From an optimization exercise on the open Yosys and OpenROAD flow, aimed at small area and a short achievable clock period; shortcuts taken in it are not production practice. Only simulation tests tie the RTL to the original design; equivalence was not proved. No driver is modelled on the clock port, so clocking that relies on it looks cheaper here than on a real chip. Power is estimated from default activity; no workload was simulated.

## flow/design.v (module list and top-level ports; edited modules follow where they fit)
// module alu_inv: 3 lines
// module alu_nand2: 3 lines
// module alu_nor2: 3 lines
// module alu_and2: 3 lines
// module alu_xor2: 3 lines
// module alu_xnor2: 3 lines
// module alu_aoi21: 3 lines
// module alu_oai21: 3 lines
// module alu_aoi22: 3 lines
// module alu_aoi222: 3 lines
// module alu_nand3: 3 lines
// module alu_nand4: 3 lines
// module alu_maj3: 3 lines
// module alu_and2b: 3 lines
// module alu_a21o: 3 lines
// module alu_mux2i: 3 lines
// module alu_subdec: 3 lines
// module ALU: 1252 lines
module ALU(
    input [31:0] rs1,
    input [31:0] rs2,
    input clk,
    input [3:0] sel,
    output reg [31:0] out
);
  // ...
==> flow/flow/run.sh <==
#!/bin/bash
# Standard layout with three changes: plain buf_1 cells as the port buffers;
# every synthesized cell swapped for its smallest size before placement (the
# resizer sizes up again where needed); and after clock tree synthesis, cells
# the timing repair sized up are sized down again wherever the worst setup
# slack stays at the repair's target (SETUP_SLACK_MARGIN).
set -euo pipefail
export BUFFER_PORTS_ARGS="-buffer_cell sky130_fd_sc_hd__buf_1"
export POST_FLOORPLAN_TCL="$PWD/flow/downsize.tcl"
export POST_CTS_TCL="$PWD/flow/recover.tcl"
bash standard.sh finish > make_finish.log 2>&1
==> flow/flow/downsize.tcl <==
# Swap every cell for the smallest cell of the same function (the same name
# without its drive-strength suffix); the resizer's repair steps that follow
# size up again where slew, capacitance or timing need it.
set dont_use [split $::env(DONT_USE_CELLS)]
set smallest [dict create]
foreach lc [get_lib_cells sky130_fd_sc_hd__*] {
  set n [get_name $lc]
  if {[lsearch -exact $dont_use $n] >= 0} { continue }
  if {![regexp {^(.+)_([0-9]+)$} $n -> fam drv]} { continue }
  set a [get_property $lc area]
  if {![dict exists $smallest $fam] || $a < [lindex [dict get $smallest $fam] 1]} {
    dict set smallest $fam [list $n $a]
  }
}
set count 0
foreach inst [get_cells *] {
  set lc [get_lib_cells -of_objects $inst]
  set n [get_name $lc]
  if {![regexp {^(.+)_([0-9]+)$} $n -> fam drv]} { continue }
  if {![dict exists $smallest $fam]} { continue }
  lassign [dict get $smallest $fam] best a
  if {$best ne $n && $a < [get_property $lc area]} {
    replace_cell $inst $best
    incr count
  }
}
puts "downsize.tcl: replaced $count cells"
==> flow/flow/recover.tcl <==
# Area recovery: swap cells for smaller sizes of the same function wherever
# the worst setup slack stays at or above the target.
set ar_period $::env(FLOW_PERIOD_NS)
proc ar_wns {} {
  estimate_parasitics -placement
  return [expr {[sta::worst_slack_cmd max] * 1e9}]
}
proc ar_run {target {product 0}} {
  set fam [dict create]
  foreach lc [get_lib_cells sky130_fd_sc_hd__*] {
    if {[get_property $lc dont_use]} { continue }
    set n [get_name $lc]
    if {![regexp {^(.+)_([0-9]+)$} $n -> f d]} { continue }
    dict lappend fam $f [list $n [get_property $lc area]]
  }
  set wns [ar_wns]
  if {$wns < $target} { set target $wns }
  set a0 [expr {[rsz::design_area] * 1e12}]
  set tried 0
  set kept 0
  set best [expr {$a0 * ($::ar_period - $wns)}]
  foreach inst [get_cells *] {
    set name [get_full_name $inst]
    if {[string match clkbuf_* $name] || [string match clkload* $name]} { continue }
    set lc [get_lib_cells -of_objects $inst]
    if {$lc eq "" || $lc eq "NULL"} { continue }
    set cur [get_name $lc]
    if {![regexp {^(.+)_([0-9]+)$} $cur -> f d]} { continue }
    if {![dict exists $fam $f]} { continue }
    set area [get_property $lc area]
    set smaller {}
    foreach x [dict get $fam $f] { if {[lindex $x 1] < $area} { lappend smaller $x } }
    set smaller [lsort -real -decreasing -index 1 $smaller]
    foreach x $smaller {
      incr tried
      replace_cell $inst [lindex $x 0]
      set w [ar_wns]
      if {$product} {
        set s [expr {[rsz::design_area] * 1e12 * ($::ar_period - $w)}]
        set ok [expr {$s < $best}]
      } else {
        set ok [expr {$w >= $target}]
      }
      if {$ok} {
        if {$product} { set best $s }
        set cur [lindex $x 0]
        incr kept
      } else {
        replace_cell $inst $cur
        break
      }
    }
  }
  set w [ar_wns]
  puts [format "recover.tcl: %d tried, %d kept; area %.1f -> %.1f, wns %.3f (target %.3f)" \
          $tried $kept $a0 [expr {[rsz::design_area] * 1e12}] $w $target]
}
ar_run $::env(SETUP_SLACK_MARGIN)
==> flow/standard.sh <==
#!/bin/bash
# synth_recipe.tcl (not shown) runs the flow's synth.tcl, then flattens the netlist and writes it again
# the make line also repeats each setting of config.mk as NAME=value (left out here)
make -C /OpenROAD-flow-scripts/flow DESIGN_CONFIG=/design/flow/config.mk WORK_HOME=/design/flow/orfs CLKGATE_MAP_FILE= SYNTH_SCRIPT=/design/flow/synth_recipe.tcl "${@:-finish}"
==> flow/config.mk <==
export PLATFORM = sky130hd
export DESIGN_NAME = ALU
export DESIGN_NICKNAME = ALU
export VERILOG_FILES = /design/flow/design.v
export SDC_FILE = /design/flow/constraint.sdc
export NUM_CORES = 4
export LEC_CHECK = 0
export CAP_MARGIN = 20
export CORE_MARGIN = 2
export CORE_UTILIZATION = 40
export SETUP_SLACK_MARGIN = 1.5
export SLEW_MARGIN = 20
export SYNTH_HIERARCHICAL = 1
==> flow/constraint.sdc <==
create_clock -name core_clock -period 5.0 [get_ports {clk}]
set_input_delay 1.0000 -clock core_clock [delete_from_list [all_inputs] [get_ports {clk}]]
set_output_delay 1.0000 -clock core_clock [all_outputs]
set_load 0.01 [all_outputs]
==> summary.txt, run 1 <==
* Initial core utilization at 0.405
* DP Cell Count at 997
* Top cells by count, synth: a22oi_2, xor2_1, nand2_1
* Largest family of logic cells by synthesized area: compound AO/OA/AOI/OAI gates
* Detail Placement HPWL at 13800 um
* Site Rows at between 40 and 50
* Stop err: Error: cts.tcl, 90 can't read "::ar_period": no such variable
* Global placement routability congestion at between 0.9 and 1
* Die height at between 100 and 150 um
* Status: aborted with a tool error
* Seq/Total Area, Yosys at 0.101
* Synth cell types at 21
* Adder-Cell Fraction of Synth Area at 0
* Syn nets at 736
* EDFF count, synth at 0
* Most frequent cell after synthesis: a22oi_2
* Synth warnings at 7
* Area after DPL at 5610 um^2
* Yosys top cell by area: a22oi_2
* Top cells by area, synth: a22oi_2, xor2_1, dfxtp_1
* Stopping stage: 4_1_cts
* Clock sinks at 32
* PortBufs at 100
* Mapped Cells at about 670
* Avg Inst Size Synth at around 9.5 um^2
* IO Count at 101
* Die X-Extent at 130 um
==> inputs of run 2 (changes only) <==
--- a/flow/config.mk
+++ b/flow/config.mk
@@ -8,6 +8,6 @@
 export CAP_MARGIN = 20
 export CORE_MARGIN = 2
 export CORE_UTILIZATION = 40
-export SETUP_SLACK_MARGIN = 1.5
+export SETUP_SLACK_MARGIN = 1.6
 export SLEW_MARGIN = 20
 export SYNTH_HIERARCHICAL = 1
==> run 2 against run 1 <==
The run again fails in 4_1_cts. Synthesized area stayed put. Synthesized cell count did not move.
==> summary.txt, run 2 <==
* Clock sinks at 32 (unchanged)
* Initial core utilization at 0.405 (unchanged)
* Seq/Total Area, Yosys at 0.101 (unchanged)
* Top cells by count, synth: a22oi_2, xor2_1, nand2_1
* Synth warnings at 7 (unchanged)
* Global placement routability congestion at 0.939 (+0.70%)
* Mapped Cells at 667 (unchanged)
* Syn nets at 736 (unchanged)
* Yosys reg bits at 32
* PortBufs at 100 (unchanged)
* Top cells by area, synth: a22oi_2, xor2_1, dfxtp_1
* Site Rows at 46 (unchanged)
* EDFF count, synth at 0 (unchanged)
* Most frequent cell after synthesis: a22oi_2
* Post-synthesis cell area at 6360 um^2
* Area after DPL at 5630 um^2 (+0.38%)
* Avg Inst Size Synth at 9.54 um^2 (unchanged)
* IO Count at 101 (unchanged)
* Synth Flop Type: dfxtp_1
* Post-synth ARST share at 0
* Stopping stage: 4_1_cts
* Status: aborted with a tool error
* Yosys top cell by area: a22oi_2
* Detail Placement HPWL at 14200 um (+2.8%)
* Die X-Extent at 130 um (unchanged)
* DP Cell Count at 1001 (+0.40%)
* Synth cell types at 21 (unchanged)
* Stop err: Error: cts.tcl, 90 can't read "::ar_period": no such variable
* Synth top area share at 0.440
* Die height at 130 um (unchanged)
==> run 2: cell counts after synthesis <==
Identical to the previous run, type by type.
==> run 2: worst max-delay path by stage <==
stage,startpoint,to,depth (start not counted)
after floorplan,sel[0],out[2],8
after global placement,sel[0],out[0],11
after detailed placement,sel[0],out[18],15
==> run 2: Yosys stat by module, one instance, submodules excluded, a selection <==
module	flops+latches	copies in the design	area, um^2
alu_a21o	0	1	7.51
alu_subdec	0	4	10.0
alu_aoi21	0	46	8.76
alu_nand2	0	59	3.75
alu_nor2	0	22	3.75
alu_nand3	0	31	5.00
==> run 2: cells by family after synthesis <==
logic type,count (synthesis),share of synthesized area
flops,32,0.101
buf+inv,37,0.0218
mux,1,0.00157
simple gates,158,0.154
compound gates,342,0.589
xor+xnor,97,0.133
==> run 2: power groups by stage <==
stage | clock [mW] | combinational (mW) | sequential [mW]
3_5_place_dp | 0 | 0.836 | 0.355
3_3_place_gp | 0 | 0.835 | 0.357
2_1_floorplan | 0 | 0.803 | 0.374
==> run 2: metrics by stage <==
step                      total power, mW  setup WS, ps
after detailed placement             1.19           665
after global placement               1.19           765
after floorplan                      1.18          1610
==> inputs of run 3 (changes only) <==
--- a/flow/flow/recover.tcl
+++ b/flow/flow/recover.tcl
@@ -1,6 +1,6 @@
 # Area recovery: swap cells for smaller sizes of the same function wherever
 # the worst setup slack stays at or above the target.
-set ar_period $::env(FLOW_PERIOD_NS)
+set ::ar_period $::env(FLOW_PERIOD_NS)
 proc ar_wns {} {
   estimate_parasitics -placement
   return [expr {[sta::worst_slack_cmd max] * 1e9}]
==> run 3 against run 2 <==
Now clean on timing, DRC and antenna. Synthesized cell count stayed put. Synthesized area stayed put.
==> summary.txt, run 3 <==
* Clock sinks at 32 (unchanged)
* Crit-path max cell delay at 330 ps
* Sw Share at 0.444
* PortBufs at 100 (unchanged)
* Fin crit period at 3290 ps
* Top cells by count, synth: a22oi_2, xor2_1, nand2_1
* Pleak at 2.36 nW
* Post-synthesis cell area at 6360 um^2 (unchanged)
* Wire length of the first global-routing pass at about 28000 um
* Crit Path Category: in2reg
* DRC at 0
* Final setup viols at 0
* Wirelength, routed at 19700 um
* Core Area at ~16000 um^2
* GRT met1 Usage at 0.285
* Vias post-DR at about 6.4k
* Setup slack at placement at 665 ps (unchanged)
* Synth cell types at 21 (unchanged)
* Max Clock Skew at 0 ps
* Leading cell type in the layout, fill and taps excluded: a22oi_1
* Status: timing/DRC/antenna clean
* Site Rows at 46 (unchanged)
* ANT cells at 0
* Area occupied by registers at 641 um^2
* Fmax at just over 300 MHz
* Gr usage total at 0.211
* Post-synth ARST share at 0 (unchanged)
* Synth top area share at 0.440 (unchanged)
* Total Power at around 1.7 mW
* Synth warnings at 7 (unchanged)
* Drt first pass iters at 9
* Max Cap Violations at 0
* Fillers at 1608
* Top cells by area, synth: a22oi_2, xor2_1, dfxtp_1
* Mapped Cells at 667 (unchanged)
* Nets@finish at approximately 880
* IO Count at 101 (unchanged)
* Pwr Density at between 200 and 300 nW/um^2
* Area after DPL at 5630 um^2 (unchanged)
* GR Util met3 at 0.0217
* Share of cells above drive strength 1 at 0.172
* Die height at 130 um (unchanged)
* Vias per cell at 6.18
* Area of the multi-input gates at 4610 um^2
* Latest clock arrival within the worst-skew pair at approximately 280 ps
* Buf/Inv on CP at 4
* Syn nets at 736 (unchanged)
* CTS tree: yes
* Combinational group share of total power at 0.570
* Critical path's top delay family: compound AO/OA/AOI/OAI gates
* Flop pwr share at 0.203
* Total gr overflow at 0
* NetSw at around 760 uW
* Clock Power Share at 0.227
* Critical Path Sink Type: flop
* Yosys top cell by area: a22oi_2
* Area of the die at 16900 um^2
* Critical Path Slowest Stage Cell: a22oi_1
* Peak VDD IR at 0.122 mV
* Hold WS at 512 ps
* Crit-path cells: clkbuf_2 -> buf_12 -> clkinvlp_2 -> buf_6 -> a22oi_1 -> a22oi_1 -> a22oi_1 -> a22oi_1 -> a22oi_1 -> a22oi_1 -> a22oi_1 -> nand3_1
* Min-Delay Path Class: reg2reg
* M2 GR Usage at 0.358
* Final hold vios at 0
* Slew margin rel. at 0.282
* GRT busiest layer: met2
* Reg clk slew, reported paths at 60 ps
* Setup WS post-layout at between 1500 and 2000 ps
* Final instance area at 6570 um^2
* Most frequent cells in the layout: a22oi_1, buf_1, nand2_1
* Die X-Extent at 130 um (unchanged)
* Crit Path Max Fanout at 34
* Worst-margin pin slew at 1070 ps
* Synth Flop Type: dfxtp_1
* Initial antenna violation count at 0
* Seq/Total Area, Yosys at 0.101 (unchanged)
* Regs by FF count: out x32
* Max-slew violations at 0
* Yosys reg bits at 32 (unchanged)
* Max reg flops at 32
* Global placement routability congestion at 0.939 (unchanged)
* Initial DRC count at 1120
* Detail Placement HPWL at 14200 um (unchanged)
* Most frequent CP cell: a22oi_1
* Post-route ant nets at 0
* Avg Inst Size Synth at 9.54 um^2 (unchanged)
* Drt wl/cell at 19.2 um
* Final period utilization at 0.659
* RSZ-0062 raised after global routing: true
* Setup TNS at 0 ps
* CP Launch Type: input pin
* Cell-internal power at 957 uW
* Initial core utilization at 0.405 (unchanged)
* Largest net degree at the start of global routing at 38
* EDFF count, synth at 0 (unchanged)
* Most frequent cell after synthesis: a22oi_2
* Growth of design area from synthesis to finish at 3.16%
* Required time worst endpoint at around 5200 ps
* WP data arrival at 3450 ps
* Biggest register: out
* Vias in the first global route at 5280
## run 3: cell counts after synthesis
No cell type changed its count.
## run 3: area by class of cell
| type | count | area share |
|---|---|---|
| Clock inverter | 1 | 0.00457 |
| Multi-Input combinational cell | 598 | 0.703 |
| Inverter | 37 | 0.0231 |
| Sequential cell | 32 | 0.0976 |
| Tap cell | 216 | 0.0412 |
| Timing Repair Buffer | 135 | 0.104 |
| Timing Repair inverter | 3 | 0.00343 |
| Clock buffer | 7 | 0.0232 |
## run 3: kinds of logic after synthesis
group | share of synthesized area
AOI/OAI and AO/OA | 0.589
buffers and inverters | 0.0218
and+or+nand+nor | 0.154
DFF | 0.101
xor gates and xnor gates | 0.133
muxes | 0.00157
## run 3: per-module statistics from Yosys, one instance, submodules excluded, excerpt
module | copies in the design | cell area, um^2
alu_a21o | 1 | 7.51
alu_nand3 | 31 | 5.00
alu_xor2 | 80 | 8.76
alu_xnor2 | 16 | 8.76
alu_nand2 | 59 | 3.75
alu_aoi222 | 32 | 10.0
alu_nor2 | 22 | 3.75
alu_aoi22 | 224 | 12.5
alu_subdec | 4 | 10.0
alu_and2b | 32 | 13.8
alu_aoi21 | 46 | 8.76
alu_oai21 | 34 | 5.00
## run 3: per-layer routing
layer  share of wire  wire [um]
met5               0          0
met4           0.037        722
met3           0.073       1440
met2            0.48       9460
met1            0.41       8110
## run 3: power by group through the flow
stage               Sequential, mW  Clock [mW]  Combinational [mW]
global placement             0.357           0               0.835
finish                       0.350       0.390               0.981
floorplan                    0.374           0               0.803
detailed placement           0.355           0               0.836
global route                 0.355       0.402                1.06
## run 3: metrics by stage
| stage | std cells | utilization |
|---|---|---|
| floorplan | 667 | - |
| global placement | 1001 | 0.358 |
| detailed placement | 1001 | 0.358 |
| global route | 1029 | 0.418 |
| finish | 1029 | 0.418 |
## run 3: worst reg2reg max path: stages, from the launching register on
cell,delay (ps)
dfxtp_1,340
a222oi_1,360
nand4_1,130
## run 3: worst paths after layout
check                           startpoint  endpoint  slack, ps  cells past startpoint
worst max-delay path                sel[3]    out[4]       1710                     12
worst min-delay path               out[18]   out[18]        510                      2
worst max register to register      out[0]    out[0]       4040                      2
worst min register to register     out[18]   out[18]        510                      2
==> inputs of run 4 (changes only) <==
--- a/flow/config.mk
+++ b/flow/config.mk
@@ -8,6 +8,6 @@
 export CAP_MARGIN = 20
 export CORE_MARGIN = 2
 export CORE_UTILIZATION = 40
-export SETUP_SLACK_MARGIN = 1.6
+export SETUP_SLACK_MARGIN = 1.5
 export SLEW_MARGIN = 20
 export SYNTH_HIERARCHICAL = 1
==> run 4 against run 3 <==
Final area decreased by 6.4%. Total power decreased by 7.5%. Combinational power shrank 6.9%. Synthesized area unchanged. Clock-buffer cell count grew 1. Still clean on timing, DRC and antenna. Register-to-register slack improved by 80 ps. Sequential share of layout area grew 0.67 points. Cell count is 1.1% lower. Routed wire length shrank 1.7%. Sequential power barely moved. Fmax shrank 1.3%. Clock skew did not move.
==> summary.txt, run 4 <==
* Status: timing/DRC/antenna clean
* Synth warnings at 7 (unchanged)
* Total gr overflow at 0 (unchanged)
* Final period utilization at 0.667 (+0.00873)
* Initial antenna violation count at 0 (unchanged)
* EDFF count, synth at 0 (unchanged)
* Vias per cell at 6.09 (-1.4%)
* Fmax at 300 MHz (-1.3%)
* Crit-path cells: buf_2 -> o21ba_4 -> buf_12 -> xor2_4 -> nor2b_2 -> a21oi_4 -> o21ai_4 -> a21oi_1 -> buf_4 -> o21ai_1 -> buf_4 -> inv_1 -> o21ai_1 -> xor2_1 -> nand2_1 -> nand3_1
* Die height at 130 um (unchanged)
* PortBufs at 100 (unchanged)
* Peak VDD IR at 0.139 mV (+14%)
* Worst-margin pin slew at 909 ps (-160 ps)
* ANT cells at 0 (unchanged)
* Avg Inst Size Synth at 9.54 um^2 (unchanged)
* Synth cell types at 21 (unchanged)
* Buf/Inv on CP at 5 (+1)
* Share of cells above drive strength 1 at 0.0898 (-0.0824)
* Wirelength, routed at 19400 um (-1.7%)
* Terminus of the critical flop-to-flop path: out[5]
* Syn nets at 736 (unchanged)
* Most frequent cell after synthesis: a22oi_2
* Yosys top cell by area: a22oi_2
* Vias post-DR at 6203 (-2.5%)
* Crit Path Max Fanout at 9 (-74%)
* Min-delay src: out[16]
* Cell-internal power at 857 uW (-10%)
* Pwr Density at 259 nW/um^2 (-1.2%)
* Hold WS at 513 ps (+1.61 ps)
* Fillers at 1682 (+4.6%)
* Post-synth ARST share at 0 (unchanged)
* Area of the multi-input gates at 4310 um^2 (-6.6%)
* Util after Layout at 0.391 (-0.0269)
* Crit Path Category: in2reg
* Max Cap Violations at 0 (unchanged)
* Critical Path Sink Type: flop
* Initial DRC count at 1067 (-4.7%)
* Area occupied by registers at 641 um^2 (unchanged)
* IO Count at 101 (unchanged)
* NetSw at 735 uW (-3.9%)
* Min-Delay Path Class: reg2reg
* Biggest register: out
* Die X-Extent at 130 um (unchanged)
* RSZ-0062 raised after global routing: false
* Sw Share at 0.462 (+0.0175)
* Max-slew violations at 0 (unchanged)
* Growth of design area from synthesis to finish at -3.48%
* Nets@finish at 870 (-1.2%)
* Vias in the first global route at 5369 (+1.7%)
* Drt wl/cell at 19.0 um (-0.67%)
* Flop pwr share at 0.218 (+0.015)
* CP Launch Type: input pin
* CTS tree: yes
* Hold endpoint: out[16]
* Slew margin rel. at 0.393 (+0.112)
* Wire length of the first global-routing pass at 28500 um (+0.22%)
* Max Clock Skew at 0 ps (unchanged)
* Regs by FF count: out x32
* Yosys reg bits at 32 (unchanged)
* Reg clk slew, reported paths at 50 ps (about the same)
* Most frequent cells in the layout: a22oi_1, buf_1, xor2_1
* Pleak at 2.27 nW (-3.8%)
* DP Cell Count at 997 (-0.40%)
* Depth of the worst hold-timing path at 2 (unchanged)
* Drt first pass iters at 11 (+2)
* Detail Placement HPWL at 13800 um (-2.7%)
* Combinational group share of total power at 0.573 (+0.003)
* Critical path's top delay family: compound AO/OA/AOI/OAI gates
* Global placement routability congestion at 0.932 (-0.69%)
* Worst r2r src: out[5]
* Leading cell type in the layout, fill and taps excluded: a22oi_1
* DRC at 0 (unchanged)
* Mapped Cells at 667 (unchanged)
* Post-route ant nets at 0 (unchanged)
* Crit-path max cell delay at 270 ps (-60 ps)
* Initial core utilization at 0.405 (unchanged)
* Post-synthesis cell area at 6360 um^2 (unchanged)
* Top cells by count, synth: a22oi_2, xor2_1, nand2_1
* Clock Power Share at 0.208 (-0.019)
* WP data arrival at 3570 ps (+120 ps)
* Core Area at 15700 um^2 (unchanged)
* Setup TNS at 0 ps (unchanged)
* Synth Flop Type: dfxtp_1
* Top cells by area, synth: a22oi_2, xor2_1, dfxtp_1
* Seq/Total Area, Yosys at 0.101 (unchanged)
* Largest net degree at the start of global routing at 37 (-2.6%)
* Synth top area share at 0.440 (unchanged)
* Area after DPL at 5610 um^2 (-0.38%)
* Fin cells at 1018 (-1.1%)
* Gr usage total at 0.216 (+0.00459)
* Area of the die at 16900 um^2 (unchanged)
* Required time worst endpoint at 5230 ps (+70 ps)
* Site Rows at 46 (unchanged)
* Fin crit period at 3340 ps (+43.7 ps)
* Final setup viols at 0 (unchanged)
* Latest clock arrival within the worst-skew pair at 300 ps (+20 ps)
* Clock sinks at 32 (unchanged)
* R2R Setup Slk at 4120 ps (+80 ps)
* Final instance area at 6140 um^2 (-6.4%)
* Final hold vios at 0 (unchanged)
* R2R cell count at 2 (unchanged)
* Critical Path Slowest Stage Cell: o21ba_4
* Max reg flops at 32 (unchanged)
## run 4: metrics by stage
stage / power, mW / setup slack (ps)
after floorplan: 1.17 / 1510
after global placement: 1.19 / 660
final: 1.59 / 1660
after detailed placement: 1.19 / 585
after global routing: 1.70 / 1490
## run 4: metal layers
layer | GRT usage | part of all wire | vias to the layer above
met5 | 0 | 0 | -
met4 | 0.0689 | 0.029 | 0
met3 | 0.0369 | 0.083 | 42
met2 | 0.343 | 0.45 | 321
met1 | 0.298 | 0.44 | 2902
li1 | - | - | 2938
## run 4: power groups by stage
stage                     sequential [mW]  combinational (mW)  clock, mW
after floorplan                     0.374               0.798          0
after global placement              0.352               0.834          0
after detailed placement            0.352               0.836          0
after global routing                0.352               0.999      0.346
final                               0.348               0.913      0.332
## run 4: final cells by class
type                            instances  share of cell area
Timing Repair Buffer                  124              0.0978
Inverter                               37              0.0251
Sequential cell                        32               0.104
Timing Repair inverter                  3             0.00367
Multi-Input combinational cell        598               0.701
Tap cell                              216              0.0440
Clock buffer                            8              0.0238
## run 4: Yosys stat by module, one instance, submodules excluded, excerpt
| module | flip-flops and latches | times used | cells | cell area [um^2] |
|---|---|---|---|---|
| alu_aoi22 | 0 | 224 | 1 | 12.5 |
| alu_mux2i | 0 | 1 | 1 | 10.0 |
| alu_nand2 | 0 | 59 | 1 | 3.75 |
| alu_a21o | 0 | 1 | 1 | 7.51 |
| ALU | 32 | 1 | 54 | 752 |
| alu_and2b | 0 | 32 | 1 | 13.8 |
| alu_nand3 | 0 | 31 | 1 | 5.00 |
| alu_nand4 | 0 | 1 | 1 | 6.26 |
| alu_nor2 | 0 | 22 | 1 | 3.75 |
| alu_subdec | 0 | 4 | 1 | 10.0 |
| alu_oai21 | 0 | 34 | 1 | 5.00 |
| alu_xnor2 | 0 | 16 | 1 | 8.76 |
| alu_aoi222 | 0 | 32 | 1 | 10.0 |
| alu_aoi21 | 0 | 46 | 1 | 8.76 |
| alu_xor2 | 0 | 80 | 1 | 8.76 |
## run 4: cell families (layout without fill, tap and decap cells)
family | count (synthesis) | count (layout) | share of synthesized area
AO/OA/AOI/OAI | 342 | 342 | 0.589
XOR/XNOR | 97 | 97 | 0.133
buffers and inverters | 37 | 172 | 0.0218
flip-flops | 32 | 32 | 0.101
multiplexers | 1 | 1 | 0.00157
AND/OR/NAND/NOR | 158 | 158 | 0.154
## run 4: how the worst max path moves through the flow
stage              end  slack [ps]  depth (start not counted)  startpoint
2_1_floorplan  out[24]        1510                         11      sel[2]
3_3_place_gp    out[0]         660                         11      sel[1]
3_5_place_dp   out[23]         590                         15      sel[1]
5_1_grt        out[21]        1490                         16      sel[1]
6_report       out[22]        1660                         16      sel[0]
## run 4: tightest hold or removal path, cell delays in order (launching register included)
cell and delay, ps:
dfxtp_1 320, a222oi_1 80, nand3_1 80

-- afterwards: timing with drivers on the ports --
No port has a modelled driver above. Below, the same layouts with a new extraction and two added sets of constraints. Step 1, drivers: a clkbuf_16 drives clk and a buf_2 each remaining input, both assumed. Step 2, shift: input delay + t, output delay - t, t = (earliest + latest rising clock arrival at the registers) / 2. This alone moves slack from input paths to output paths. a / b / c = ideal / step 1 / step 2; a / b = the first two.
| run | t (ns) | setup slack, ns | hold slack, ns | pins driven straight from the clock port |
|---|---|---|---|---|
| run 3 | 0.320 | 1.707 / 1.713 / 1.394 | 0.512 / 0.512 / 0.512 | 1 |
| run 4 | 0.340 | 1.664 / 1.683 / 1.343 | 0.513 / 0.513 / 0.513 | 1 |
After both steps setup and hold are still met in every run listed. For run 4, which loses most, drivers alone change the setup slack by +0.019 ns; drivers and shift together by -0.321 ns.
